This is an optimization exercise on Yosys and OpenROAD, whose aim is small area, not a production implementation. Where RTL was checked, it was by simulation tests only, not by an equivalence proof against the original. Only the layout flow was run in run 1; the RTL was not checked for function there.

[flow/standard.sh]
#!/bin/bash
# synth_recipe.tcl (not shown) runs the flow's synth.tcl, then flattens the netlist and writes it again
# the make line also repeats each setting of config.mk as NAME=value (left out here)
make -C /OpenROAD-flow-scripts/flow DESIGN_CONFIG=/design/flow/config.mk WORK_HOME=/design/flow/orfs CLKGATE_MAP_FILE= SYNTH_SCRIPT=/design/flow/synth_recipe.tcl "${@:-finish}"
[flow/design.v]
module rgb_to_ycrcb(input clk,
	input [7:0] r,
	input [7:0] g,
	input [7:0] b,
	output [7:0] y,
	output [7:0] cr,
	output [7:0] cb);
reg w1_197;
reg w1_198;
reg w1_199;
reg w1_200;
reg w1_201;
reg w1_202;
reg w1_203;
reg w1_204;
reg w1_205;
reg w1_206;
reg w1_207;
reg w1_208;
reg w1_209;
reg w1_210;
reg w1_211;
reg w1_212;
reg r1_229;
reg r1_230;
reg r1_231;
reg r1_232;
reg r1_233;
reg r1_234;
reg r1_235;
reg r1_236;
reg b1_237;
reg b1_238;
reg b1_239;
reg b1_240;
reg b1_241;
reg b1_242;
reg b1_243;
reg b1_244;
reg y2_302;
reg y2_303;
reg y2_304;
reg y2_305;
reg y2_306;
reg y2_307;
reg y2_308;
reg y2_309;
reg d2_428;
reg d2_429;
reg d2_430;
reg d2_431;
reg d2_432;
reg d2_433;
reg d2_434;
reg d2_435;
reg d2_436;
reg d2_437;
reg d2_438;
reg d2_c451;
reg d2_c452;
reg e2_512;
reg e2_513;
reg e2_514;
reg e2_515;
reg e2_516;
reg e2_517;
reg e2_518;
reg e2_519;
reg e2_c521;
reg cr3_542;
reg cr3_543;
reg cr3_544;
reg cr3_545;
reg cr3_546;
reg cr3_547;
reg cr3_548;
reg cr3_549;
reg cb3_550;
reg cb3_551;
reg cb3_552;
reg cb3_553;
reg cb3_554;
reg cb3_555;
reg cb3_556;
reg cb3_557;
reg y3_558;
reg y3_559;
reg y3_560;
reg y3_561;
reg y3_562;
reg y3_563;
reg y3_564;
reg y3_565;
wire s1;
wire c2;
wire s3;
wire c4;
wire s5;
wire c6;
wire s7;
wire c8;
wire s9;
wire c10;
wire s11;
wire c12;
wire s13;
wire c14;
wire s15;
wire c16;
wire s17;
wire c18;
wire s19;
wire c20;
wire s21;
wire c22;
wire s23;
wire c24;
wire s25;
wire c26;
wire s27;
wire c28;
wire s29;
wire c30;
wire s31;
wire c32;
wire s33;
wire c34;
wire s35;
wire c36;
wire s37;
wire c38;
wire s39;
wire c40;
wire s41;
wire c42;
wire s43;
wire c44;
wire s45;
wire c46;
wire s47;
wire c48;
wire s49;
wire c50;
wire s51;
wire c52;
wire s53;
wire c54;
wire s55;
wire c56;
wire s57;
wire c58;
wire s59;
wire c60;
wire s61;
wire c62;
wire s63;
wire c64;
wire s65;
wire c66;
wire s67;
wire c68;
wire s69;
wire c70;
wire s71;
wire c72;
wire s73;
wire c74;
wire s75;
wire c76;
wire s77;
wire c78;
wire s79;
wire c80;
wire s81;
wire c82;
wire s83;
wire c84;
wire s85;
wire c86;
wire s87;
wire c88;
wire s89;
wire c90;
wire s91;
wire c92;
wire s93;
wire c94;
wire s95;
wire c96;
wire s97;
wire c98;
wire s99;
wire c100;
wire s101;
wire c102;
wire s103;
wire c104;
wire s105;
wire c106;
wire s107;
wire c108;
wire s109;
wire c110;
wire s111;
wire c112;
wire s113;
wire c114;
wire s115;
wire c116;
wire s117;
wire c118;
wire s119;
wire c120;
wire s121;
wire c122;
wire s123;
wire c124;
wire q125;
wire g126;
wire q127;
wire g128;
wire q129;
wire g130;
wire q131;
wire q132;
wire g133;
wire q134;
wire g135;
wire q136;
wire g137;
wire q138;
wire g139;
wire q140;
wire g141;
wire q142;
wire g143;
wire q144;
wire g145;
wire q146;
wire g147;
wire q148;
wire g149;
wire q150;
wire g151;
wire q152;
wire g153;
wire q154;
wire g155;
wire q156;
wire g157;
wire q158;
wire g159;
wire q160;
wire g161;
wire q162;
wire g163;
wire q164;
wire g165;
wire q166;
wire o167;
wire o168;
wire o169;
wire o170;
wire o171;
wire o172;
wire o173;
wire o174;
wire o175;
wire o176;
wire o177;
wire o178;
wire o179;
wire o180;
wire i181;
wire i182;
wire i183;
wire i184;
wire i185;
wire i186;
wire i187;
wire i188;
wire i189;
wire i190;
wire i191;
wire i192;
wire i193;
wire i194;
wire i195;
wire i196;
wire i213;
wire i214;
wire i215;
wire i216;
wire i217;
wire i218;
wire i219;
wire i220;
wire i221;
wire i222;
wire i223;
wire i224;
wire i225;
wire i226;
wire i227;
wire i228;
wire l245;
wire o246;
wire l247;
wire o248;
wire l249;
wire o250;
wire l251;
wire o252;
wire l253;
wire o254;
wire l255;
wire o256;
wire z257;
wire s258;
wire c259;
wire s260;
wire c261;
wire s262;
wire c263;
wire s264;
wire c265;
wire s266;
wire c267;
wire s268;
wire c269;
wire s270;
wire c271;
wire s272;
wire c273;
wire s274;
wire c275;
wire s276;
wire c277;
wire s278;
wire c279;
wire s280;
wire c281;
wire s282;
wire c283;
wire s284;
wire c285;
wire s286;
wire c287;
wire s288;
wire c289;
wire s290;
wire c291;
wire s292;
wire c293;
wire y294;
wire y295;
wire y296;
wire y297;
wire y298;
wire y299;
wire y300;
wire y301;
wire i310;
wire i311;
wire i312;
wire i313;
wire i314;
wire i315;
wire i316;
wire i317;
wire i318;
wire i319;
wire i320;
wire i321;
wire i322;
wire i323;
wire i324;
wire i325;
wire s326;
wire c327;
wire s328;
wire c329;
wire s330;
wire c331;
wire s332;
wire c333;
wire s334;
wire c335;
wire s336;
wire c337;
wire s338;
wire c339;
wire s340;
wire c341;
wire s342;
wire c343;
wire s344;
wire c345;
wire s346;
wire c347;
wire s348;
wire c349;
wire s350;
wire c351;
wire s352;
wire c353;
wire s354;
wire c355;
wire p356;
wire p357;
wire p358;
wire p359;
wire p360;
wire p361;
wire p362;
wire p363;
wire p364;
wire p365;
wire p366;
wire p367;
wire p368;
wire p369;
wire p370;
wire p371;
wire p372;
wire p373;
wire p374;
wire p375;
wire p376;
wire p377;
wire s378;
wire c379;
wire g380;
wire q381;
wire g382;
wire q383;
wire g384;
wire q385;
wire g386;
wire q387;
wire g388;
wire q389;
wire g390;
wire q391;
wire g392;
wire q393;
wire g394;
wire q395;
wire g396;
wire q397;
wire g398;
wire q399;
wire g400;
wire q401;
wire g402;
wire q403;
wire g404;
wire q405;
wire g406;
wire q407;
wire g408;
wire q409;
wire g410;
wire q411;
wire g412;
wire q413;
wire g414;
wire q415;
wire g416;
wire q417;
wire o418;
wire o419;
wire c420;
wire c421;
wire c422;
wire c423;
wire c424;
wire c425;
wire c426;
wire c427;
wire i439;
wire i440;
wire i441;
wire i442;
wire i443;
wire i444;
wire i445;
wire i446;
wire i447;
wire i448;
wire i449;
wire i450;
wire s453;
wire c454;
wire c455;
wire s456;
wire c457;
wire s458;
wire c459;
wire c460;
wire s461;
wire c462;
wire s463;
wire c464;
wire s465;
wire c466;
wire s467;
wire c468;
wire s469;
wire c470;
wire s471;
wire c472;
wire i473;
wire s474;
wire c475;
wire s476;
wire c477;
wire s478;
wire c479;
wire i480;
wire s481;
wire c482;
wire s483;
wire c484;
wire s485;
wire c486;
wire s487;
wire c488;
wire s489;
wire c490;
wire s491;
wire c492;
wire s493;
wire c494;
wire s495;
wire c496;
wire s497;
wire c498;
wire s499;
wire c500;
wire s501;
wire c502;
wire q503;
wire q504;
wire g505;
wire q506;
wire g507;
wire q508;
wire o509;
wire o510;
wire o511;
wire i520;
wire s522;
wire c523;
wire s524;
wire c525;
wire s526;
wire c527;
wire s528;
wire c529;
wire s530;
wire c531;
wire i532;
wire s533;
wire c534;
wire i535;
wire s536;
wire c537;
wire i538;
wire s539;
wire c540;
wire i541;
add3 u_s1 (.a(r[0]), .b(g[1]), .c(g[0]), .s(s1), .co(c2));
add3 u_s3 (.a(r[1]), .b(r[0]), .c(g[2]), .s(s3), .co(c4));
add3 u_s5 (.a(g[1]), .b(b[1]), .c(c2), .s(s5), .co(c6));
add3 u_s7 (.a(r[2]), .b(r[1]), .c(g[3]), .s(s7), .co(c8));
add3 u_s9 (.a(g[2]), .b(g[0]), .c(b[2]), .s(s9), .co(c10));
add3 u_s11 (.a(c4), .b(s7), .c(s9), .s(s11), .co(c12));
add3 u_s13 (.a(r[3]), .b(r[2]), .c(g[4]), .s(s13), .co(c14));
add3 u_s15 (.a(g[3]), .b(g[1]), .c(b[3]), .s(s15), .co(c16));
add3 u_s17 (.a(b[0]), .b(c8), .c(c10), .s(s17), .co(c18));
add3 u_s19 (.a(s13), .b(s15), .c(c12), .s(s19), .co(c20));
add3 u_s21 (.a(r[4]), .b(r[3]), .c(r[0]), .s(s21), .co(c22));
add3 u_s23 (.a(g[5]), .b(g[4]), .c(g[2]), .s(s23), .co(c24));
add3 u_s25 (.a(b[4]), .b(b[1]), .c(c14), .s(s25), .co(c26));
add3 u_s27 (.a(c16), .b(s21), .c(s23), .s(s27), .co(c28));
add3 u_s29 (.a(c18), .b(s25), .c(s27), .s(s29), .co(c30));
add3 u_s31 (.a(r[5]), .b(r[4]), .c(r[1]), .s(s31), .co(c32));
add3 u_s33 (.a(g[6]), .b(g[5]), .c(g[3]), .s(s33), .co(c34));
add3 u_s35 (.a(g[0]), .b(b[5]), .c(b[2]), .s(s35), .co(c36));
add3 u_s37 (.a(c22), .b(c24), .c(s31), .s(s37), .co(c38));
add3 u_s39 (.a(s33), .b(s35), .c(c26), .s(s39), .co(c40));
add3 u_s41 (.a(c28), .b(s37), .c(s39), .s(s41), .co(c42));
add3 u_s43 (.a(r[6]), .b(r[5]), .c(r[2]), .s(s43), .co(c44));
add3 u_s45 (.a(g[7]), .b(g[6]), .c(g[4]), .s(s45), .co(c46));
add3 u_s47 (.a(g[1]), .b(b[6]), .c(b[3]), .s(s47), .co(c48));
add3 u_s49 (.a(c32), .b(c34), .c(c36), .s(s49), .co(c50));
add3 u_s51 (.a(s43), .b(s45), .c(s47), .s(s51), .co(c52));
add3 u_s53 (.a(c38), .b(s49), .c(s51), .s(s53), .co(c54));
add2 u_s55 (.a(c40), .b(s53), .s(s55), .co(c56));
add3 u_s57 (.a(r[7]), .b(r[6]), .c(r[3]), .s(s57), .co(c58));
add3 u_s59 (.a(g[7]), .b(g[5]), .c(g[2]), .s(s59), .co(c60));
add3 u_s61 (.a(b[7]), .b(b[4]), .c(c44), .s(s61), .co(c62));
add3 u_s63 (.a(c46), .b(c48), .c(s57), .s(s63), .co(c64));
add3 u_s65 (.a(s59), .b(c50), .c(c52), .s(s65), .co(c66));
add3 u_s67 (.a(s61), .b(s63), .c(c54), .s(s67), .co(c68));
add3 u_s69 (.a(s65), .b(c56), .c(s67), .s(s69), .co(c70));
add3 u_s71 (.a(r[7]), .b(r[4]), .c(g[6]), .s(s71), .co(c72));
add3 u_s73 (.a(g[3]), .b(b[5]), .c(c58), .s(s73), .co(c74));
add3 u_s75 (.a(c60), .b(s71), .c(c62), .s(s75), .co(c76));
add3 u_s77 (.a(c64), .b(s73), .c(c66), .s(s77), .co(c78));
add3 u_s79 (.a(s75), .b(c68), .c(s77), .s(s79), .co(c80));
add3 u_s81 (.a(r[5]), .b(g[7]), .c(g[4]), .s(s81), .co(c82));
add3 u_s83 (.a(b[6]), .b(c72), .c(s81), .s(s83), .co(c84));
add3 u_s85 (.a(c74), .b(s83), .c(c76), .s(s85), .co(c86));
add2 u_s87 (.a(c78), .b(s85), .s(s87), .co(c88));
add3 u_s89 (.a(r[6]), .b(g[5]), .c(b[7]), .s(s89), .co(c90));
add3 u_s91 (.a(c82), .b(s89), .c(c84), .s(s91), .co(c92));
add2 u_s93 (.a(s91), .b(c86), .s(s93), .co(c94));
add3 u_s95 (.a(r[7]), .b(g[6]), .c(c90), .s(s95), .co(c96));
add2 u_s97 (.a(s95), .b(c92), .s(s97), .co(c98));
add2 u_s99 (.a(g[7]), .b(c96), .s(s99), .co(c100));
add2 u_s101 (.a(b[0]), .b(s1), .s(s101), .co(c102));
add2 u_s103 (.a(s3), .b(s5), .s(s103), .co(c104));
add2 u_s105 (.a(c6), .b(s11), .s(s105), .co(c106));
add2 u_s107 (.a(s17), .b(s19), .s(s107), .co(c108));
add2 u_s109 (.a(c20), .b(s29), .s(s109), .co(c110));
add2 u_s111 (.a(c30), .b(s41), .s(s111), .co(c112));
add2 u_s113 (.a(c42), .b(s55), .s(s113), .co(c114));
add2 u_s115 (.a(c70), .b(s79), .s(s115), .co(c116));
add2 u_s117 (.a(c80), .b(s87), .s(s117), .co(c118));
add2 u_s119 (.a(c88), .b(s93), .s(s119), .co(c120));
add2 u_s121 (.a(c94), .b(s97), .s(s121), .co(c122));
add2 u_s123 (.a(c98), .b(s99), .s(s123), .co(c124));
assign q125 = s101 & g[0];
assign g126 = c106 | (s105 & c104);
assign q127 = s105 & s103;
assign g128 = c110 | (s109 & c108);
assign q129 = s109 & s107;
assign g130 = c114 | (s113 & c112);
assign q131 = s113 & s111;
assign q132 = s115 & s69;
assign g133 = c120 | (s119 & c118);
assign q134 = s119 & s117;
assign g135 = c124 | (s123 & c122);
assign q136 = s123 & s121;
assign g137 = g126 | (q127 & c102);
assign q138 = q127 & q125;
assign g139 = g130 | (q131 & g128);
assign q140 = q131 & q129;
assign g141 = g133 | (q134 & c116);
assign q142 = q134 & q132;
assign g143 = g139 | (q140 & g137);
assign q144 = q140 & q138;
assign g145 = g141 | (q142 & g143);
assign q146 = q142 & q144;
assign g147 = g128 | (q129 & g137);
assign q148 = q129 & q138;
assign g149 = c116 | (q132 & g143);
assign q150 = q132 & q144;
assign g151 = g135 | (q136 & g145);
assign q152 = q136 & q146;
assign g153 = c104 | (s103 & c102);
assign q154 = s103 & q125;
assign g155 = c108 | (s107 & g137);
assign q156 = s107 & q138;
assign g157 = c112 | (s111 & g147);
assign q158 = s111 & q148;
assign g159 = 1'b0 | (s69 & g143);
assign q160 = s69 & q144;
assign g161 = c118 | (s117 & g149);
assign q162 = s117 & q150;
assign g163 = c122 | (s121 & g145);
assign q164 = s121 & q146;
assign g165 = 1'b0 | (c100 & g151);
assign q166 = c100 & q152;
assign o167 = s103 ^ c102;
assign o168 = s105 ^ g153;
assign o169 = s107 ^ g137;
assign o170 = s109 ^ g155;
assign o171 = s111 ^ g147;
assign o172 = s113 ^ g157;
assign o173 = s69 ^ g143;
assign o174 = s115 ^ g159;
assign o175 = s117 ^ g149;
assign o176 = s119 ^ g161;
assign o177 = s121 ^ g145;
assign o178 = s123 ^ g163;
assign o179 = c100 ^ g151;
assign o180 = 1'b0 ^ g165;
assign i181 = ~g[0];
assign i182 = ~s101;
assign i183 = ~o167;
assign i184 = ~o168;
assign i185 = ~o169;
assign i186 = ~o170;
assign i187 = ~o171;
assign i188 = ~o172;
assign i189 = ~o173;
assign i190 = ~o174;
assign i191 = ~o175;
assign i192 = ~o176;
assign i193 = ~o177;
assign i194 = ~o178;
assign i195 = ~o179;
assign i196 = ~o180;
always @(posedge clk) w1_197 <= i181;
always @(posedge clk) w1_198 <= i182;
always @(posedge clk) w1_199 <= i183;
always @(posedge clk) w1_200 <= i184;
always @(posedge clk) w1_201 <= i185;
always @(posedge clk) w1_202 <= i186;
always @(posedge clk) w1_203 <= i187;
always @(posedge clk) w1_204 <= i188;
always @(posedge clk) w1_205 <= i189;
always @(posedge clk) w1_206 <= i190;
always @(posedge clk) w1_207 <= i191;
always @(posedge clk) w1_208 <= i192;
always @(posedge clk) w1_209 <= i193;
always @(posedge clk) w1_210 <= i194;
always @(posedge clk) w1_211 <= i195;
always @(posedge clk) w1_212 <= i196;
assign i213 = ~w1_197;
assign i214 = ~w1_198;
assign i215 = ~w1_199;
assign i216 = ~w1_200;
assign i217 = ~w1_201;
assign i218 = ~w1_202;
assign i219 = ~w1_203;
assign i220 = ~w1_204;
assign i221 = ~w1_205;
assign i222 = ~w1_206;
assign i223 = ~w1_207;
assign i224 = ~w1_208;
assign i225 = ~w1_209;
assign i226 = ~w1_210;
assign i227 = ~w1_211;
assign i228 = ~w1_212;
always @(posedge clk) r1_229 <= r[0];
always @(posedge clk) r1_230 <= r[1];
always @(posedge clk) r1_231 <= r[2];
always @(posedge clk) r1_232 <= r[3];
always @(posedge clk) r1_233 <= r[4];
always @(posedge clk) r1_234 <= r[5];
always @(posedge clk) r1_235 <= r[6];
always @(posedge clk) r1_236 <= r[7];
always @(posedge clk) b1_237 <= b[0];
always @(posedge clk) b1_238 <= b[1];
always @(posedge clk) b1_239 <= b[2];
always @(posedge clk) b1_240 <= b[3];
always @(posedge clk) b1_241 <= b[4];
always @(posedge clk) b1_242 <= b[5];
always @(posedge clk) b1_243 <= b[6];
always @(posedge clk) b1_244 <= b[7];
assign l245 = i214 ^ i213;
assign o246 = i214 | i213;
assign l247 = i215 ^ o246;
assign o248 = i215 | o246;
assign l249 = i216 ^ o248;
assign o250 = i216 | o248;
assign l251 = i217 ^ o250;
assign o252 = i217 | o250;
assign l253 = i218 ^ o252;
assign o254 = i218 | o252;
assign l255 = i219 ^ o254;
assign o256 = i219 | o254;
zero7 u_z257 (.a({i219, i218, i217, i216, i215, i214, i213}), .z(z257));
add3 u_s258 (.a(r1_229), .b(w1_204), .c(z257), .s(s258), .co(c259));
add3 u_s260 (.a(r1_230), .b(w1_205), .c(c259), .s(s260), .co(c261));
add3 u_s262 (.a(r1_231), .b(w1_206), .c(c261), .s(s262), .co(c263));
add3 u_s264 (.a(r1_232), .b(w1_207), .c(c263), .s(s264), .co(c265));
add3 u_s266 (.a(r1_233), .b(w1_208), .c(c265), .s(s266), .co(c267));
add3 u_s268 (.a(r1_234), .b(w1_209), .c(c267), .s(s268), .co(c269));
add3 u_s270 (.a(r1_235), .b(w1_210), .c(c269), .s(s270), .co(c271));
add3 u_s272 (.a(r1_236), .b(w1_211), .c(c271), .s(s272), .co(c273));
add2 u_s274 (.a(w1_212), .b(c273), .s(s274), .co(c275));
add3 u_s276 (.a(b1_237), .b(w1_204), .c(z257), .s(s276), .co(c277));
add3 u_s278 (.a(b1_238), .b(w1_205), .c(c277), .s(s278), .co(c279));
add3 u_s280 (.a(b1_239), .b(w1_206), .c(c279), .s(s280), .co(c281));
add3 u_s282 (.a(b1_240), .b(w1_207), .c(c281), .s(s282), .co(c283));
add3 u_s284 (.a(b1_241), .b(w1_208), .c(c283), .s(s284), .co(c285));
add3 u_s286 (.a(b1_242), .b(w1_209), .c(c285), .s(s286), .co(c287));
add3 u_s288 (.a(b1_243), .b(w1_210), .c(c287), .s(s288), .co(c289));
add3 u_s290 (.a(b1_244), .b(w1_211), .c(c289), .s(s290), .co(c291));
add2 u_s292 (.a(w1_212), .b(c291), .s(s292), .co(c293));
assign y294 = i220 | i228;
assign y295 = i221 | i228;
assign y296 = i222 | i228;
assign y297 = i223 | i228;
assign y298 = i224 | i228;
assign y299 = i225 | i228;
assign y300 = i226 | i228;
assign y301 = i227 | i228;
always @(posedge clk) y2_302 <= y294;
always @(posedge clk) y2_303 <= y295;
always @(posedge clk) y2_304 <= y296;
always @(posedge clk) y2_305 <= y297;
always @(posedge clk) y2_306 <= y298;
always @(posedge clk) y2_307 <= y299;
always @(posedge clk) y2_308 <= y300;
always @(posedge clk) y2_309 <= y301;
assign i310 = ~s274;
assign i311 = ~l245;
assign i312 = ~l247;
assign i313 = ~l249;
assign i314 = ~l251;
assign i315 = ~l253;
assign i316 = ~l255;
assign i317 = ~s258;
assign i318 = ~s260;
assign i319 = ~s262;
assign i320 = ~s264;
assign i321 = ~s266;
assign i322 = ~s268;
assign i323 = ~s270;
assign i324 = ~s272;
assign i325 = ~s292;
add2 u_s326 (.a(i311), .b(i314), .s(s326), .co(c327));
add3 u_s328 (.a(i213), .b(i312), .c(i315), .s(s328), .co(c329));
add3 u_s330 (.a(l245), .b(i313), .c(i316), .s(s330), .co(c331));
add3 u_s332 (.a(l247), .b(i314), .c(i317), .s(s332), .co(c333));
add3 u_s334 (.a(l249), .b(i315), .c(i318), .s(s334), .co(c335));
add3 u_s336 (.a(l251), .b(i316), .c(i319), .s(s336), .co(c337));
add2 u_s338 (.a(i311), .b(i313), .s(s338), .co(c339));
add2 u_s340 (.a(i312), .b(i314), .s(s340), .co(c341));
add3 u_s342 (.a(i213), .b(i313), .c(i315), .s(s342), .co(c343));
add3 u_s344 (.a(w1_197), .b(s326), .c(i316), .s(s344), .co(c345));
add3 u_s346 (.a(i317), .b(c327), .c(s328), .s(s346), .co(c347));
add3 u_s348 (.a(i318), .b(c329), .c(s330), .s(s348), .co(c349));
add3 u_s350 (.a(s332), .b(c331), .c(i319), .s(s350), .co(c351));
add3 u_s352 (.a(c333), .b(s334), .c(i320), .s(s352), .co(c353));
add3 u_s354 (.a(c335), .b(s336), .c(i321), .s(s354), .co(c355));
assign p356 = 1'b1 & w1_197;
assign p357 = 1'b1 | w1_197;
assign p358 = i312 & i213;
assign p359 = i312 | i213;
assign p360 = s338 & w1_197;
assign p361 = s338 | w1_197;
assign p362 = s340 & c339;
assign p363 = s340 | c339;
assign p364 = s342 & c341;
assign p365 = s342 | c341;
assign p366 = s344 & c343;
assign p367 = s344 | c343;
assign p368 = s346 & c345;
assign p369 = s346 | c345;
assign p370 = s348 & c347;
assign p371 = s348 | c347;
assign p372 = s350 & c349;
assign p373 = s350 | c349;
assign p374 = s352 & c351;
assign p375 = s352 | c351;
assign p376 = s354 & c353;
assign p377 = s354 | c353;
add2 u_s378 (.a(c337), .b(c355), .s(s378), .co(c379));
assign g380 = 1'b0 | (i311 & p356);
assign q381 = i311 & p357;
assign g382 = p360 | (p361 & p358);
assign q383 = p361 & p359;
assign g384 = p364 | (p365 & p362);
assign q385 = p365 & p363;
assign g386 = p368 | (p369 & p366);
assign q387 = p369 & p367;
assign g388 = p372 | (p373 & p370);
assign q389 = p373 & p371;
assign g390 = p376 | (p377 & p374);
assign q391 = p377 & p375;
assign g392 = g382 | (q383 & g380);
assign q393 = q383 & q381;
assign g394 = g386 | (q387 & g384);
assign q395 = q387 & q385;
assign g396 = g390 | (q391 & g388);
assign q397 = q391 & q389;
assign g398 = g394 | (q395 & g392);
assign q399 = q395 & q393;
assign g400 = g396 | (q397 & g398);
assign q401 = q397 & q399;
assign g402 = g384 | (q385 & g392);
assign q403 = q385 & q393;
assign g404 = g388 | (q389 & g398);
assign q405 = q389 & q399;
assign g406 = p358 | (p359 & g380);
assign q407 = p359 & q381;
assign g408 = p362 | (p363 & g392);
assign q409 = p363 & q393;
assign g410 = p366 | (p367 & g402);
assign q411 = p367 & q403;
assign g412 = p370 | (p371 & g398);
assign q413 = p371 & q399;
assign g414 = p374 | (p375 & g404);
assign q415 = p375 & q405;
assign g416 = c379 | (s378 & g400);
assign q417 = s378 & q401;
assign o418 = s378 ^ g400;
assign o419 = 1'b0 ^ g416;
assign c420 = i213 & l249;
assign c421 = (l245 & c420) | (l245 & l251) | (c420 & l251);
assign c422 = (l247 & l253) | (l247 & c421) | (l253 & c421);
assign c423 = (l249 & l255) | (l249 & c422) | (l255 & c422);
assign c424 = (l251 & s276) | (l251 & c423) | (s276 & c423);
assign c425 = (l253 & s278) | (l253 & c424) | (s278 & c424);
assign c426 = (l255 & s280) | (l255 & c425) | (s280 & c425);
assign c427 = (s276 & s282) | (s276 & c426) | (s282 & c426);
always @(posedge clk) d2_428 <= l253;
always @(posedge clk) d2_429 <= l255;
always @(posedge clk) d2_430 <= s258;
always @(posedge clk) d2_431 <= s260;
always @(posedge clk) d2_432 <= s262;
always @(posedge clk) d2_433 <= s264;
always @(posedge clk) d2_434 <= s266;
always @(posedge clk) d2_435 <= s268;
always @(posedge clk) d2_436 <= s270;
always @(posedge clk) d2_437 <= s272;
always @(posedge clk) d2_438 <= s274;
assign i439 = ~d2_438;
assign i440 = ~1'b0;
assign i441 = ~d2_428;
assign i442 = ~d2_429;
assign i443 = ~d2_430;
assign i444 = ~d2_431;
assign i445 = ~d2_432;
assign i446 = ~d2_433;
assign i447 = ~d2_434;
assign i448 = ~d2_435;
assign i449 = ~d2_436;
assign i450 = ~d2_437;
always @(posedge clk) d2_c451 <= o418;
always @(posedge clk) d2_c452 <= o419;
add3 u_s453 (.a(d2_428), .b(d2_c451), .c(i443), .s(s453), .co(c454));
assign c455 = (i446 & i448) | (i446 & s453) | (i448 & s453);
add3 u_s456 (.a(d2_429), .b(d2_c452), .c(i444), .s(s456), .co(c457));
add3 u_s458 (.a(i447), .b(i449), .c(c454), .s(s458), .co(c459));
assign c460 = (s456 & c455) | (s456 & s458) | (c455 & s458);
add3 u_s461 (.a(d2_430), .b(i445), .c(i448), .s(s461), .co(c462));
add3 u_s463 (.a(i450), .b(c457), .c(s461), .s(s463), .co(c464));
add3 u_s465 (.a(c459), .b(s463), .c(c460), .s(s465), .co(c466));
add3 u_s467 (.a(d2_431), .b(d2_438), .c(i446), .s(s467), .co(c468));
add3 u_s469 (.a(i449), .b(c462), .c(s467), .s(s469), .co(c470));
add3 u_s471 (.a(c464), .b(s469), .c(c466), .s(s471), .co(c472));
assign i473 = ~s471;
add3 u_s474 (.a(d2_432), .b(i447), .c(i450), .s(s474), .co(c475));
add3 u_s476 (.a(c468), .b(s474), .c(c470), .s(s476), .co(c477));
add3 u_s478 (.a(s476), .b(c472), .c(s471), .s(s478), .co(c479));
assign i480 = ~s478;
add3 u_s481 (.a(d2_433), .b(d2_438), .c(i448), .s(s481), .co(c482));
add3 u_s483 (.a(c475), .b(s481), .c(c477), .s(s483), .co(c484));
add3 u_s485 (.a(s483), .b(c479), .c(s478), .s(s485), .co(c486));
xnor2m u_s487 (.a(d2_434), .b(i449), .y(s487));
or2m u_c488 (.a(d2_434), .b(i449), .y(c488));
add3 u_s489 (.a(s487), .b(c482), .c(c484), .s(s489), .co(c490));
xnor2m u_s491 (.a(d2_435), .b(i450), .y(s491));
or2m u_c492 (.a(d2_435), .b(i450), .y(c492));
add3 u_s493 (.a(c488), .b(s491), .c(c490), .s(s493), .co(c494));
add3 u_s495 (.a(d2_436), .b(d2_438), .c(c492), .s(s495), .co(c496));
add2 u_s497 (.a(c486), .b(s489), .s(s497), .co(c498));
add2 u_s499 (.a(c494), .b(s495), .s(s499), .co(c500));
add2 u_s501 (.a(d2_437), .b(c496), .s(s501), .co(c502));
assign q503 = s497 & s485;
assign q504 = s499 & s493;
assign g505 = c500 | (q504 & c498);
assign q506 = q504 & q503;
assign g507 = 1'b0 | (s493 & c498);
assign q508 = s493 & q503;
assign o509 = s493 ^ c498;
assign o510 = s499 ^ g507;
assign o511 = s501 ^ g505;
always @(posedge clk) e2_512 <= s278;
always @(posedge clk) e2_513 <= s280;
always @(posedge clk) e2_514 <= s282;
always @(posedge clk) e2_515 <= s284;
always @(posedge clk) e2_516 <= s286;
always @(posedge clk) e2_517 <= s288;
always @(posedge clk) e2_518 <= s290;
always @(posedge clk) e2_519 <= s292;
assign i520 = ~e2_519;
always @(posedge clk) e2_c521 <= c427;
add3 u_s522 (.a(e2_512), .b(e2_515), .c(e2_c521), .s(s522), .co(c523));
add3 u_s524 (.a(e2_513), .b(e2_516), .c(c523), .s(s524), .co(c525));
add3 u_s526 (.a(e2_514), .b(e2_517), .c(c525), .s(s526), .co(c527));
add3 u_s528 (.a(e2_515), .b(e2_518), .c(c527), .s(s528), .co(c529));
add3 u_s530 (.a(e2_516), .b(i520), .c(c529), .s(s530), .co(c531));
assign i532 = ~s530;
add3 u_s533 (.a(e2_517), .b(c531), .c(s530), .s(s533), .co(c534));
assign i535 = ~s533;
add3 u_s536 (.a(e2_518), .b(c534), .c(s533), .s(s536), .co(c537));
assign i538 = ~s536;
add3 u_s539 (.a(i520), .b(c537), .c(s536), .s(s539), .co(c540));
assign i541 = ~s539;
always @(posedge clk) cr3_542 <= s465;
always @(posedge clk) cr3_543 <= i473;
always @(posedge clk) cr3_544 <= i480;
always @(posedge clk) cr3_545 <= s485;
always @(posedge clk) cr3_546 <= s497;
always @(posedge clk) cr3_547 <= o509;
always @(posedge clk) cr3_548 <= o510;
always @(posedge clk) cr3_549 <= o511;
always @(posedge clk) cb3_550 <= s522;
always @(posedge clk) cb3_551 <= s524;
always @(posedge clk) cb3_552 <= s526;
always @(posedge clk) cb3_553 <= s528;
always @(posedge clk) cb3_554 <= i532;
always @(posedge clk) cb3_555 <= i535;
always @(posedge clk) cb3_556 <= i538;
always @(posedge clk) cb3_557 <= i541;
always @(posedge clk) y3_558 <= y2_302;
always @(posedge clk) y3_559 <= y2_303;
always @(posedge clk) y3_560 <= y2_304;
always @(posedge clk) y3_561 <= y2_305;
always @(posedge clk) y3_562 <= y2_306;
always @(posedge clk) y3_563 <= y2_307;
always @(posedge clk) y3_564 <= y2_308;
always @(posedge clk) y3_565 <= y2_309;
assign y = {y3_565, y3_564, y3_563, y3_562, y3_561, y3_560, y3_559, y3_558};
assign cr = {cr3_549, cr3_548, cr3_547, cr3_546, cr3_545, cr3_544, cr3_543, cr3_542};
assign cb = {cb3_557, cb3_556, cb3_555, cb3_554, cb3_553, cb3_552, cb3_551, cb3_550};
endmodule
module add3(input a, input b, input c, output s, output co);
assign s = a ^ b ^ c;
assign co = (a & b) | (a & c) | (b & c);
endmodule
module zero7(input [6:0] a, output z);
assign z = ~(|a);
endmodule
module xnor2m(input a, input b, output y);
assign y = ~(a ^ b);
endmodule
module or2m(input a, input b, output y);
assign y = a | b;
endmodule
module add2(input a, input b, output s, output co);
assign s = a ^ b;
assign co = a & b;
endmodule
[flow/flow/run.sh]
#!/bin/bash
bash standard.sh "BUFFER_PORTS_ARGS=-buffer_cell sky130_fd_sc_hd__buf_1" \
  "CTS_ARGS=-sink_clustering_enable -repair_clock_nets -dont_use_dummy_load -buf_list {sky130_fd_sc_hd__clkbuf_4 sky130_fd_sc_hd__clkbuf_8} -sink_clustering_size 20" \
  finish > standard.log 2>&1
[flow/config.mk]
export PLATFORM = sky130hd
export DESIGN_NAME = rgb_to_ycrcb
export DESIGN_NICKNAME = rgb_to_ycrcb
export VERILOG_FILES = /design/flow/design.v
export SDC_FILE = /design/flow/constraint.sdc
export NUM_CORES = 4
export LEC_CHECK = 0
export CAP_MARGIN = 20
export CORE_MARGIN = 2
export CORE_UTILIZATION = 70
export PLACE_DENSITY = 0.8
export SLEW_MARGIN = 20
export SYNTH_HIERARCHICAL = 1
export SYNTH_MINIMUM_KEEP_SIZE = 0
[flow/constraint.sdc]
create_clock -name core_clock -period 5.0 [get_ports {clk}]
set_input_delay 1.0000 -clock core_clock [delete_from_list [all_inputs] [get_ports {clk}]]
set_output_delay 1.0000 -clock core_clock [all_outputs]
set_load 0.01 [all_outputs]
==> flow_summary.ini, run 1 <==
[global_route]
grt.total_usage_pct = 23.70
overflow = 0
grt_pass1_wl_um = 13850
grt_max_degree = 16
antenna_found_initial = 0
grt_pass1_vias = 3060

[worst_setup_path]
cp_num_buf_inv = 2
path_max_fanout = 4
startpoint_type = input port
crit_slowest_cell = fa_1
crit_type = input port to flip-flop
worst_ep_arrival_time_ns = 4.83
path_cells = buf_1 -> fa_1 -> fa_1 -> fa_1 -> ha_1 -> ha_1 -> a41o_1 -> a21oi_1 -> o21ai_1 -> a31o_2 -> a21boi_1 -> inv_1 -> ha_1 -> nor2_1 -> xor2_1
cp-end-kind = flip-flop
critPathMaxStageDelay_ns = 0.56
cp_top_family = adder cells
required_ns = 5.27

[logic_synthesis]
syn-num-nets = 547
synth_mux_area_share_pct = 0
yosysWarnings = 7
yosysSeqAreaShare_pct = 33.54
synth-adder-area-share_pct = 48.95
netlist_area_um2 = 5132
syn_inst = 383
synth_xor_xnor_area_share_pct = 2.194
ys_types = 44
synthSimpleGateAreaFrac_pct = 3.315
synth_area_leaders = fa_1, dfxtp_1, ha_1
post-synth-top-area-fraction_pct = 38.62
yosysTopAreaCell = fa_1
avgSynthCellArea_um2 = 13.40
synth_top_family_by_area = adder cells
synth_compound_area_share_pct = 5.046
synth_seq_cells = 86

[layout]
drive_gt1_share_pct = 5.489
final_area_um2 = 5406
area_delta_synth_final_pct = 5.339
nets = 585
final_cell_mix = fa_1, dfxtp_1, buf_1
final_common_cell = fa_1
multi_input_comb_area_um2 = 3054
num_antenna_cells = 0
seq_area_um2 = 1722
nFillCells = 455

[clock_tree]
cts_hold_buf = 0
clkTransAtPathRegs_ns = 0.08
worstSkewPairLatency_ns = 0.34
post_cts_buffers = 0
clockBufferDepth = 2
cts_inserted_buffers = 9
root_buffer = clkbuf_8
cts_resized = 0
htree_levels = 3
cts_tree = built
cts.sinks = 86

[route]
dr.first_iter.drc_count = 72
met3WireLength_um = 246
vias_per_cell = 5.255
wl_met1_um = 3309
drcViolationCount = 0
num_vias = 2722
first_pass_iters = 4
highest_layer = met4
wl_per_cell_um = 15.64
routed_wl_um = 8103
wl_met2_um = 4416
drtAntennaViolNets = 0

[timing]
report.final.slew_viol_count = 0
finalCritPeriodShare_pct = 91.09
fin_skew_ns = 0.02789
hold_viol_final = 0
fin_tns_setup_ns = 0
rsz0062_at_grt = false
final-setup-viol-count = 0
fin_crit_ns = 4.554
max_freq_mhz = 219.6
relSlewSlack_pct = 74.71
worstMarginPinSlew_ns = 0.3793

[floorplan]
coreArea_um2 = 7176
initial_core_util_pct = 71.53
die_w_um = 89.63
row_count = 31
die_area_um2 = 8033
io_pins = 49
die_y_um = 89.63

[place]
gp_congestion = 0.8644
dpl.hpwl_um = 7180
place_area_um2 = 5283
port_buffers = 48

[flow_run]
drv_cap = 0

[outcome]
outcome = no timing/DRC/antenna violations

[hold_path]
hold_path.class = flip-flop to flip-flop
metrics by stage:
step	hold WS [ns]	setup slack (ns)	util [%]	instances
after floorplan	0.3096	0.5942	-	383
after global placement	0.3101	0.2209	73.62	509
after detailed placement	0.3121	0.06857	73.62	509
after CTS	0.3293	0.4279	75.34	518
after global routing	0.3315	0.2123	75.34	518
final	0.3275	0.4456	75.34	518
layout make-up:
cell class	instances	share of cell area, %
clock buffers	9	2.291
inverters	46	3.194
multi-input cells	226	56.49
flip-flops and latches	86	31.84
well taps	99	2.291
repair buffers	52	3.888
cell usage after synthesis:
cell type	count
ha_1	40
o22ai_2	1
buf_4	24
inv_2	1
a41o_1	1
nor3_1	1
o21ai_0	6
and2_2	1
a21o_1	2
o32ai_2	1
dfxtp_1	86
and2_1	1
and3_1	1
inv_1	45
nand3_1	1
or2_2	2
a221oi_1	1
xor2_1	6
o221ai_2	1
a31o_2	1
nor4_2	1
a211oi_1	1
o21bai_1	1
o21a_1	1
or2_1	2
clkbuf_1	1
a21boi_1	1
xnor2_1	5
xor2_2	1
nand4_1	1
fa_1	99
o22a_1	1
o21ai_1	1
o22ai_1	1
a21oi_1	10
maj3_1	3
a22o_1	1
a21boi_0	1
a31oi_1	3
or3_1	1
a22oi_1	1
nor2_1	9
or4_1	1
nand2_1	13
kinds of logic (layout without fill, tap and decap cells):
family | count (synthesis) | after routing
flops | 86 | 86
simple gates | 35 | 35
compound gates | 37 | 37
fa+ha+maj | 142 | 142
buf+inv | 71 | 107
xor+xnor | 12 | 12
metal layers:
metal / track usage (%) / up-vias
met1: 28.62 / 1403
met5: 0 / -
met2: 43.25 / 49
met3: 4.296 / 10
li1: - / 1260
met4: 7.327 / 0
Yosys stat by module (local to each module, per instance):
module        cell area (um2)  times used  cells
or2m                    6.256           2      1
zero7                   20.02           1      2
add2                    12.51          26      1
rgb_to_ycrcb             2775           1    252
xnor2m                  8.758           2      1
add3                    20.02          99      1
worst paths after layout:
check,start,end,slack (ns),cells past startpoint
max,r[5],w1_210$_DFF_P_,0.45,15
min,y2_302$_DFF_P_,y3_558$_DFF_P_,0.33,0
max reg2reg,w1_200$_DFF_P_,d2_c452$_DFF_P_,0.53,16
min reg2reg,y2_302$_DFF_P_,y3_558$_DFF_P_,0.33,0
==> inputs of run 2 (changes only) <==
--- a/flow/design.v
+++ b/flow/design.v
@@ -59,37 +59,37 @@
 reg d2_c451;
 reg d2_c452;
-reg e2_512;
-reg e2_513;
-reg e2_514;
-reg e2_515;
-reg e2_516;
-reg e2_517;
-reg e2_518;
-reg e2_519;
-reg e2_c521;
-reg cr3_542;
-reg cr3_543;
-reg cr3_544;
-reg cr3_545;
-reg cr3_546;
-reg cr3_547;
-reg cr3_548;
-reg cr3_549;
-reg cb3_550;
-reg cb3_551;
-reg cb3_552;
-reg cb3_553;
-reg cb3_554;
-reg cb3_555;
-reg cb3_556;
-reg cb3_557;
-reg y3_558;
-reg y3_559;
-reg y3_560;
-reg y3_561;
-reg y3_562;
-reg y3_563;
-reg y3_564;
-reg y3_565;
+reg e2_520;
+reg e2_521;
+reg e2_522;
+reg e2_523;
+reg e2_524;
+reg e2_525;
+reg e2_526;
+reg e2_527;
+reg e2_c529;
+reg cr3_550;
+reg cr3_551;
+reg cr3_552;
+reg cr3_553;
+reg cr3_554;
+reg cr3_555;
+reg cr3_556;
+reg cr3_557;
+reg cb3_558;
+reg cb3_559;
+reg cb3_560;
+reg cb3_561;
+reg cb3_562;
+reg cb3_563;
+reg cb3_564;
+reg cb3_565;
+reg y3_566;
+reg y3_567;
+reg y3_568;
+reg y3_569;
+reg y3_570;
+reg y3_571;
+reg y3_572;
+reg y3_573;
 wire s1;
 wire c2;
@@ -511,12 +511,12 @@
 wire s471;
 wire c472;
-wire i473;
-wire s474;
-wire c475;
-wire s476;
-wire c477;
-wire s478;
-wire c479;
-wire i480;
+wire s473;
+wire c474;
+wire s475;
+wire c476;
+wire s477;
+wire c478;
+wire s479;
+wire c480;
 wire s481;
 wire c482;
@@ -539,36 +539,44 @@
 wire s499;
 wire c500;
-wire s501;
-wire c502;
-wire q503;
+wire g501;
+wire q502;
+wire g503;
 wire q504;
-wire g505;
-wire q506;
-wire g507;
-wire q508;
-wire o509;
-wire o510;
-wire o511;
-wire i520;
-wire s522;
-wire c523;
-wire s524;
-wire c525;
-wire s526;
-wire c527;
-wire s528;
-wire c529;
+wire q505;
+wire g506;
+wire q507;
+wire g508;
+wire q509;
+wire g510;
+wire q511;
+wire g512;
+wire q513;
+wire o514;
+wire o515;
+wire o516;
+wire o517;
+wire o518;
+wire o519;
+wire i528;
 wire s530;
 wire c531;
-wire i532;
-wire s533;
-wire c534;
-wire i535;
+wire s532;
+wire c533;
+wire s534;
+wire c535;
 wire s536;
 wire c537;
-wire i538;
-wire s539;
-wire c540;
-wire i541;
+wire s538;
+wire c539;
+wire i540;
+wire s541;
+wire c542;
+wire i543;
+wire s544;
+wire c545;
+wire i546;
+wire s547;
+wire c548;
+wire i549;
 add3 u_s1 (.a(r[0]), .b(g[1]), .c(g[0]), .s(s1), .co(c2));
 add3 u_s3 (.a(r[1]), .b(r[0]), .c(g[2]), .s(s3), .co(c4));
@@ -935,83 +943,93 @@
 add3 u_s463 (.a(i450), .b(c457), .c(s461), .s(s463), .co(c464));
 add3 u_s465 (.a(c459), .b(s463), .c(c460), .s(s465), .co(c466));
-add3 u_s467 (.a(d2_431), .b(d2_438), .c(i446), .s(s467), .co(c468));
-add3 u_s469 (.a(i449), .b(c462), .c(s467), .s(s469), .co(c470));
-add3 u_s471 (.a(c464), .b(s469), .c(c466), .s(s471), .co(c472));
-assign i473 = ~s471;
-add3 u_s474 (.a(d2_432), .b(i447), .c(i450), .s(s474), .co(c475));
-add3 u_s476 (.a(c468), .b(s474), .c(c470), .s(s476), .co(c477));
-add3 u_s478 (.a(s476), .b(c472), .c(s471), .s(s478), .co(c479));
-assign i480 = ~s478;
-add3 u_s481 (.a(d2_433), .b(d2_438), .c(i448), .s(s481), .co(c482));
-add3 u_s483 (.a(c475), .b(s481), .c(c477), .s(s483), .co(c484));
-add3 u_s485 (.a(s483), .b(c479), .c(s478), .s(s485), .co(c486));
-xnor2m u_s487 (.a(d2_434), .b(i449), .y(s487));
-or2m u_c488 (.a(d2_434), .b(i449), .y(c488));
-add3 u_s489 (.a(s487), .b(c482), .c(c484), .s(s489), .co(c490));
-xnor2m u_s491 (.a(d2_435), .b(i450), .y(s491));
-or2m u_c492 (.a(d2_435), .b(i450), .y(c492));
-add3 u_s493 (.a(c488), .b(s491), .c(c490), .s(s493), .co(c494));
-add3 u_s495 (.a(d2_436), .b(d2_438), .c(c492), .s(s495), .co(c496));
-add2 u_s497 (.a(c486), .b(s489), .s(s497), .co(c498));
-add2 u_s499 (.a(c494), .b(s495), .s(s499), .co(c500));
-add2 u_s501 (.a(d2_437), .b(c496), .s(s501), .co(c502));
-assign q503 = s497 & s485;
-assign q504 = s499 & s493;
-assign g505 = c500 | (q504 & c498);
-assign q506 = q504 & q503;
-assign g507 = 1'b0 | (s493 & c498);
-assign q508 = s493 & q503;
-assign o509 = s493 ^ c498;
-assign o510 = s499 ^ g507;
-assign o511 = s501 ^ g505;
-always @(posedge clk) e2_512 <= s278;
-always @(posedge clk) e2_513 <= s280;
-always @(posedge clk) e2_514 <= s282;
-always @(posedge clk) e2_515 <= s284;
-always @(posedge clk) e2_516 <= s286;
-always @(posedge clk) e2_517 <= s288;
-always @(posedge clk) e2_518 <= s290;
-always @(posedge clk) e2_519 <= s292;
-assign i520 = ~e2_519;
-always @(posedge clk) e2_c521 <= c427;
-add3 u_s522 (.a(e2_512), .b(e2_515), .c(e2_c521), .s(s522), .co(c523));
-add3 u_s524 (.a(e2_513), .b(e2_516), .c(c523), .s(s524), .co(c525));
-add3 u_s526 (.a(e2_514), .b(e2_517), .c(c525), .s(s526), .co(c527));
-add3 u_s528 (.a(e2_515), .b(e2_518), .c(c527), .s(s528), .co(c529));
-add3 u_s530 (.a(e2_516), .b(i520), .c(c529), .s(s530), .co(c531));
-assign i532 = ~s530;
-add3 u_s533 (.a(e2_517), .b(c531), .c(s530), .s(s533), .co(c534));
-assign i535 = ~s533;
-add3 u_s536 (.a(e2_518), .b(c534), .c(s533), .s(s536), .co(c537));
-assign i538 = ~s536;
-add3 u_s539 (.a(i520), .b(c537), .c(s536), .s(s539), .co(c540));
-assign i541 = ~s539;
-always @(posedge clk) cr3_542 <= s465;
-always @(posedge clk) cr3_543 <= i473;
-always @(posedge clk) cr3_544 <= i480;
-always @(posedge clk) cr3_545 <= s485;
-always @(posedge clk) cr3_546 <= s497;
-always @(posedge clk) cr3_547 <= o509;
-always @(posedge clk) cr3_548 <= o510;
-always @(posedge clk) cr3_549 <= o511;
-always @(posedge clk) cb3_550 <= s522;
-always @(posedge clk) cb3_551 <= s524;
-always @(posedge clk) cb3_552 <= s526;
-always @(posedge clk) cb3_553 <= s528;
-always @(posedge clk) cb3_554 <= i532;
-always @(posedge clk) cb3_555 <= i535;
-always @(posedge clk) cb3_556 <= i538;
-always @(posedge clk) cb3_557 <= i541;
-always @(posedge clk) y3_558 <= y2_302;
-always @(posedge clk) y3_559 <= y2_303;
-always @(posedge clk) y3_560 <= y2_304;
-always @(posedge clk) y3_561 <= y2_305;
-always @(posedge clk) y3_562 <= y2_306;
-always @(posedge clk) y3_563 <= y2_307;
-always @(posedge clk) y3_564 <= y2_308;
-always @(posedge clk) y3_565 <= y2_309;
-assign y = {y3_565, y3_564, y3_563, y3_562, y3_561, y3_560, y3_559, y3_558};
-assign cr = {cr3_549, cr3_548, cr3_547, cr3_546, cr3_545, cr3_544, cr3_543, cr3_542};
-assign cb = {cb3_557, cb3_556, cb3_555, cb3_554, cb3_553, cb3_552, cb3_551, cb3_550};
+xnor2m u_s467 (.a(d2_431), .b(d2_438), .y(s467));
+or2m u_c468 (.a(d2_431), .b(d2_438), .y(c468));
+add3 u_s469 (.a(i446), .b(i449), .c(s467), .s(s469), .co(c470));
+add3 u_s471 (.a(c462), .b(s469), .c(c464), .s(s471), .co(c472));
+xnor2m u_s473 (.a(d2_432), .b(i447), .y(s473));
+or2m u_c474 (.a(d2_432), .b(i447), .y(c474));
+add3 u_s475 (.a(i450), .b(c468), .c(s473), .s(s475), .co(c476));
+add3 u_s477 (.a(c470), .b(s475), .c(c472), .s(s477), .co(c478));
+add3 u_s479 (.a(d2_433), .b(d2_438), .c(i448), .s(s479), .co(c480));
+add3 u_s481 (.a(c474), .b(s479), .c(c476), .s(s481), .co(c482));
+xnor2m u_s483 (.a(d2_434), .b(i449), .y(s483));
+or2m u_c484 (.a(d2_434), .b(i449), .y(c484));
+add3 u_s485 (.a(s483), .b(c480), .c(c482), .s(s485), .co(c486));
+xnor2m u_s487 (.a(d2_435), .b(i450), .y(s487));
+or2m u_c488 (.a(d2_435), .b(i450), .y(c488));
+add3 u_s489 (.a(c484), .b(s487), .c(c486), .s(s489), .co(c490));
+add3 u_s491 (.a(d2_436), .b(d2_438), .c(c488), .s(s491), .co(c492));
+add2 u_s493 (.a(c466), .b(s471), .s(s493), .co(c494));
+add2 u_s495 (.a(c478), .b(s481), .s(s495), .co(c496));
+add2 u_s497 (.a(c490), .b(s491), .s(s497), .co(c498));
+add2 u_s499 (.a(d2_437), .b(c492), .s(s499), .co(c500));
+assign g501 = 1'b0 | (s477 & c494);
+assign q502 = s477 & s493;
+assign g503 = 1'b0 | (s485 & c496);
+assign q504 = s485 & s495;
+assign q505 = s497 & s489;
+assign g506 = g503 | (q504 & g501);
+assign q507 = q504 & q502;
+assign g508 = c498 | (q505 & g506);
+assign q509 = q505 & q507;
+assign g510 = c496 | (s495 & g501);
+assign q511 = s495 & q502;
+assign g512 = 1'b0 | (s489 & g506);
+assign q513 = s489 & q507;
+assign o514 = s477 ^ c494;
+assign o515 = s495 ^ g501;
+assign o516 = s485 ^ g510;
+assign o517 = s489 ^ g506;
+assign o518 = s497 ^ g512;
+assign o519 = s499 ^ g508;
+always @(posedge clk) e2_520 <= s278;
+always @(posedge clk) e2_521 <= s280;
+always @(posedge clk) e2_522 <= s282;
+always @(posedge clk) e2_523 <= s284;
+always @(posedge clk) e2_524 <= s286;
+always @(posedge clk) e2_525 <= s288;
+always @(posedge clk) e2_526 <= s290;
+always @(posedge clk) e2_527 <= s292;
+assign i528 = ~e2_527;
+always @(posedge clk) e2_c529 <= c427;
+add3 u_s530 (.a(e2_520), .b(e2_523), .c(e2_c529), .s(s530), .co(c531));
+add3 u_s532 (.a(e2_521), .b(e2_524), .c(c531), .s(s532), .co(c533));
+add3 u_s534 (.a(e2_522), .b(e2_525), .c(c533), .s(s534), .co(c535));
+add3 u_s536 (.a(e2_523), .b(e2_526), .c(c535), .s(s536), .co(c537));
+add3 u_s538 (.a(e2_524), .b(i528), .c(c537), .s(s538), .co(c539));
+assign i540 = ~s538;
+add3 u_s541 (.a(e2_525), .b(c539), .c(s538), .s(s541), .co(c542));
+assign i543 = ~s541;
+add3 u_s544 (.a(e2_526), .b(c542), .c(s541), .s(s544), .co(c545));
+assign i546 = ~s544;
+add3 u_s547 (.a(i528), .b(c545), .c(s544), .s(s547), .co(c548));
+assign i549 = ~s547;
+always @(posedge clk) cr3_550 <= s465;
+always @(posedge clk) cr3_551 <= s493;
+always @(posedge clk) cr3_552 <= o514;
+always @(posedge clk) cr3_553 <= o515;
+always @(posedge clk) cr3_554 <= o516;
+always @(posedge clk) cr3_555 <= o517;
+always @(posedge clk) cr3_556 <= o518;
+always @(posedge clk) cr3_557 <= o519;
+always @(posedge clk) cb3_558 <= s530;
+always @(posedge clk) cb3_559 <= s532;
+always @(posedge clk) cb3_560 <= s534;
+always @(posedge clk) cb3_561 <= s536;
+always @(posedge clk) cb3_562 <= i540;
+always @(posedge clk) cb3_563 <= i543;
+always @(posedge clk) cb3_564 <= i546;
+always @(posedge clk) cb3_565 <= i549;
+always @(posedge clk) y3_566 <= y2_302;
+always @(posedge clk) y3_567 <= y2_303;
+always @(posedge clk) y3_568 <= y2_304;
+always @(posedge clk) y3_569 <= y2_305;
+always @(posedge clk) y3_570 <= y2_306;
+always @(posedge clk) y3_571 <= y2_307;
+always @(posedge clk) y3_572 <= y2_308;
+always @(posedge clk) y3_573 <= y2_309;
+assign y = {y3_573, y3_572, y3_571, y3_570, y3_569, y3_568, y3_567, y3_566};
+assign cr = {cr3_557, cr3_556, cr3_555, cr3_554, cr3_553, cr3_552, cr3_551, cr3_550};
+assign cb = {cb3_565, cb3_564, cb3_563, cb3_562, cb3_561, cb3_560, cb3_559, cb3_558};
 endmodule
 module add3(input a, input b, input c, output s, output co);
==> flow_summary.ini, run 2 <==
[clock_tree]
cts.sinks = 86
cts_tree = built
clockBufferDepth = 2
cts_resized = 0
post_cts_buffers = 0
root_buffer = clkbuf_8
clkTransAtPathRegs_ns = 0.07
cts_hold_buf = 0
worstSkewPairLatency_ns = 0.35
cts_inserted_buffers = 9
htree_levels = 3

[logic_synthesis]
netlist_area_um2 = 5136
synth_xor_xnor_area_share_pct = 2.704
synthSimpleGateAreaFrac_pct = 3.557
yosysWarnings = 7
avgSynthCellArea_um2 = 13.24
post-synth-top-area-fraction_pct = 37.42
synth_most_common_cell = fa_1
synth_area_leaders = fa_1, dfxtp_1, ha_1
synth_common_cells = fa_1, dfxtp_1, inv_1, ha_1, buf_4
yosysTopAreaCell = fa_1
syn-num-nets = 552
ys_types = 39
synth-adder-area-share_pct = 48.67
synth_ff_type = dfxtp_1
synth_mux_area_share_pct = 0
synth_seq_cells = 86
syn_inst = 388
synth_top_family_by_area = adder cells
synth_compound_area_share_pct = 4.677
yosysSeqAreaShare_pct = 33.52
synth_edf_count = 0
async_flop_share_pct = 0

[timing]
relSlewSlack_pct = 72.16
worstMarginPinSlew_ns = 0.4176
fin_crit_ns = 4.741
hold_viol_final = 0
max_freq_mhz = 210.9
final-setup-viol-count = 0
rsz0062_at_grt = false
report.final.slew_viol_count = 0
fin_tns_setup_ns = 0
setup_slack_ns = 0.2587
fin_skew_ns = 0.03329
finalCritPeriodShare_pct = 94.83

[hold_path]
hold_path_end = y3_568$_DFF_P_
whs_path_depth = 0
holdCritStartpoint = y2_304$_DFF_P_
hold_path.class = flip-flop to flip-flop

[worst_setup_path]
cp_top_family = adder cells
reg2reg_from = w1_200$_DFF_P_
startpoint_type = input port
worst_ep_arrival_time_ns = 5.01
reg2reg_slack_ns = 0.53
reg2reg_to = d2_c452$_DFF_P_
rr_worst_depth = 16
cp-end-kind = flip-flop
path_cells = buf_1 -> fa_1 -> fa_1 -> fa_1 -> ha_1 -> ha_1 -> a41o_1 -> a21oi_1 -> o21ai_0 -> a31o_2 -> a21boi_0 -> inv_1 -> ha_1 -> nor2_1 -> xor2_1
path_max_fanout = 4
critPathMaxStageDelay_ns = 0.58
cp_num_buf_inv = 2
required_ns = 5.26
crit_slowest_cell = fa_1
crit_type = input port to flip-flop

[route]
wl_per_cell_um = 16.66
routed_wl_um = 8761
vias_per_cell = 5.348
drtAntennaViolNets = 0
drcViolationCount = 0
first_pass_iters = 4
num_vias = 2813
dr.first_iter.drc_count = 77

[layout]
post-route-util_pct = 75.71
final_common_cell = fa_1
drive_gt1_share_pct = 5.386
instances_no_fill = 526
area_delta_synth_final_pct = 5.773
nets = 593
final_cell_mix = fa_1, dfxtp_1, buf_1
num_antenna_cells = 0

[floorplan]
coreArea_um2 = 7176
initial_core_util_pct = 71.58
die_w_um = 89.66
die_y_um = 89.66
row_count = 31
io_pins = 49
die_area_um2 = 8039

[place]
port_buffers = 48
dp_cells = 517
post-place-ws_ns = -0.1106
dpl.hpwl_um = 7654
gp_congestion = 0.8682

[global_route]
overflow = 0
grt_pass1_wl_um = 14690
grt.total_usage_pct = 25.33
antenna_found_initial = 0
grt_pass1_vias = 3183
grt_max_degree = 16

[flow_run]
drv_cap = 0

[outcome]
outcome = no timing/DRC/antenna violations
[run 2: kinds of logic (layout without fill, tap and decap cells)]
logic type      Yosys count  after routing
xor+xnor                 15             15
simple gates             37             37
buf+inv                  70            109
flops                    86             86
fa+ha+maj               143            143
compound gates           37             37
[run 2: layout make-up]
type / count / area [um2]
repair buffers: 55 / 232.7
clock buffers: 9 / 123.9
well taps: 99 / 123.9
inverters: 45 / 168.9
flip-flops and latches: 86 / 1722
multi-input cells: 232 / 3062
fillers: 457 / 1743
[run 2: worst max-delay path by stage]
stage,to,startpoint,cells past startpoint,slack [ns]
3_5_place_dp,w1_210$_DFF_P_,r[5],15,-0.11
6_report,w1_210$_DFF_P_,r[5],15,0.26
5_1_grt,w1_210$_DFF_P_,r[5],15,0.01
4_1_cts,w1_210$_DFF_P_,r[5],15,0.24
3_3_place_gp,w1_210$_DFF_P_,r[5],15,0.12
2_1_floorplan,w1_210$_DFF_P_,r[6],14,0.53
[run 2: modules after synthesis (local to each module, per instance)]
module / times used / cells / flops+latches
add2: 27 / 1 / 0
add3: 96 / 1 / 0
or2m: 4 / 1 / 0
rgb_to_ycrcb: 1 / 255 / 86
xnor2m: 4 / 1 / 0
zero7: 1 / 2 / 0
[run 2: routing by layer]
| metal | global-route usage [%] | wire (um) | vias to the layer above |
|---|---|---|---|
| met4 | 10.31 | 241 | 0 |
| met3 | 4.296 | 317 | 26 |
| met5 | 0 | 0 | - |
| li1 | - | - | 1285 |
| met1 | 29.58 | 3427 | 1426 |
| met2 | 46.26 | 4774 | 76 |
[run 2: stage by stage]
stage | cell area [um2] | hold WS, ns
after floorplan | 5136 | 0.3096
after global placement | 5309 | 0.3108
after detailed placement | 5309 | 0.3138
after CTS | 5433 | 0.3142
after global routing | 5433 | 0.3302
final | 5433 | 0.3108

==> afterwards: timing with drivers on the ports <==
The flow's constraints put no driver on any port. The routed layouts listed below were extracted and timed again, unchanged, in two steps.
Step 1 sets driving cells, clkbuf_16 on the clock port and buf_2 on the other inputs (assumed; they add their load-dependent delay and slew).
Step 2, shift: input delay + t, output delay - t, t = (earliest + latest rising clock arrival at the registers) / 2. This alone moves slack from input paths to output paths.
Slacks: ideal ports / drivers / drivers and shift; pairs: ideal ports / drivers.
run | t, ns | setup slack, ns | hold WS [ns] | latest minus earliest clock arrival (ns)
run 1 | 0.359 | 0.446 / 0.455 / 0.095 | 0.328 / 0.328 / 0.328 | 0.030 / 0.029
run 2 | 0.364 | 0.259 / 0.270 / -0.095 | 0.311 / 0.311 / 0.311 | 0.034 / 0.033
Met with ideal ports but missed after step 2: setup timing in run 2. The setup slack of run 2, which loses most, moves by +0.011 ns with the drivers and by -0.354 ns with both steps.
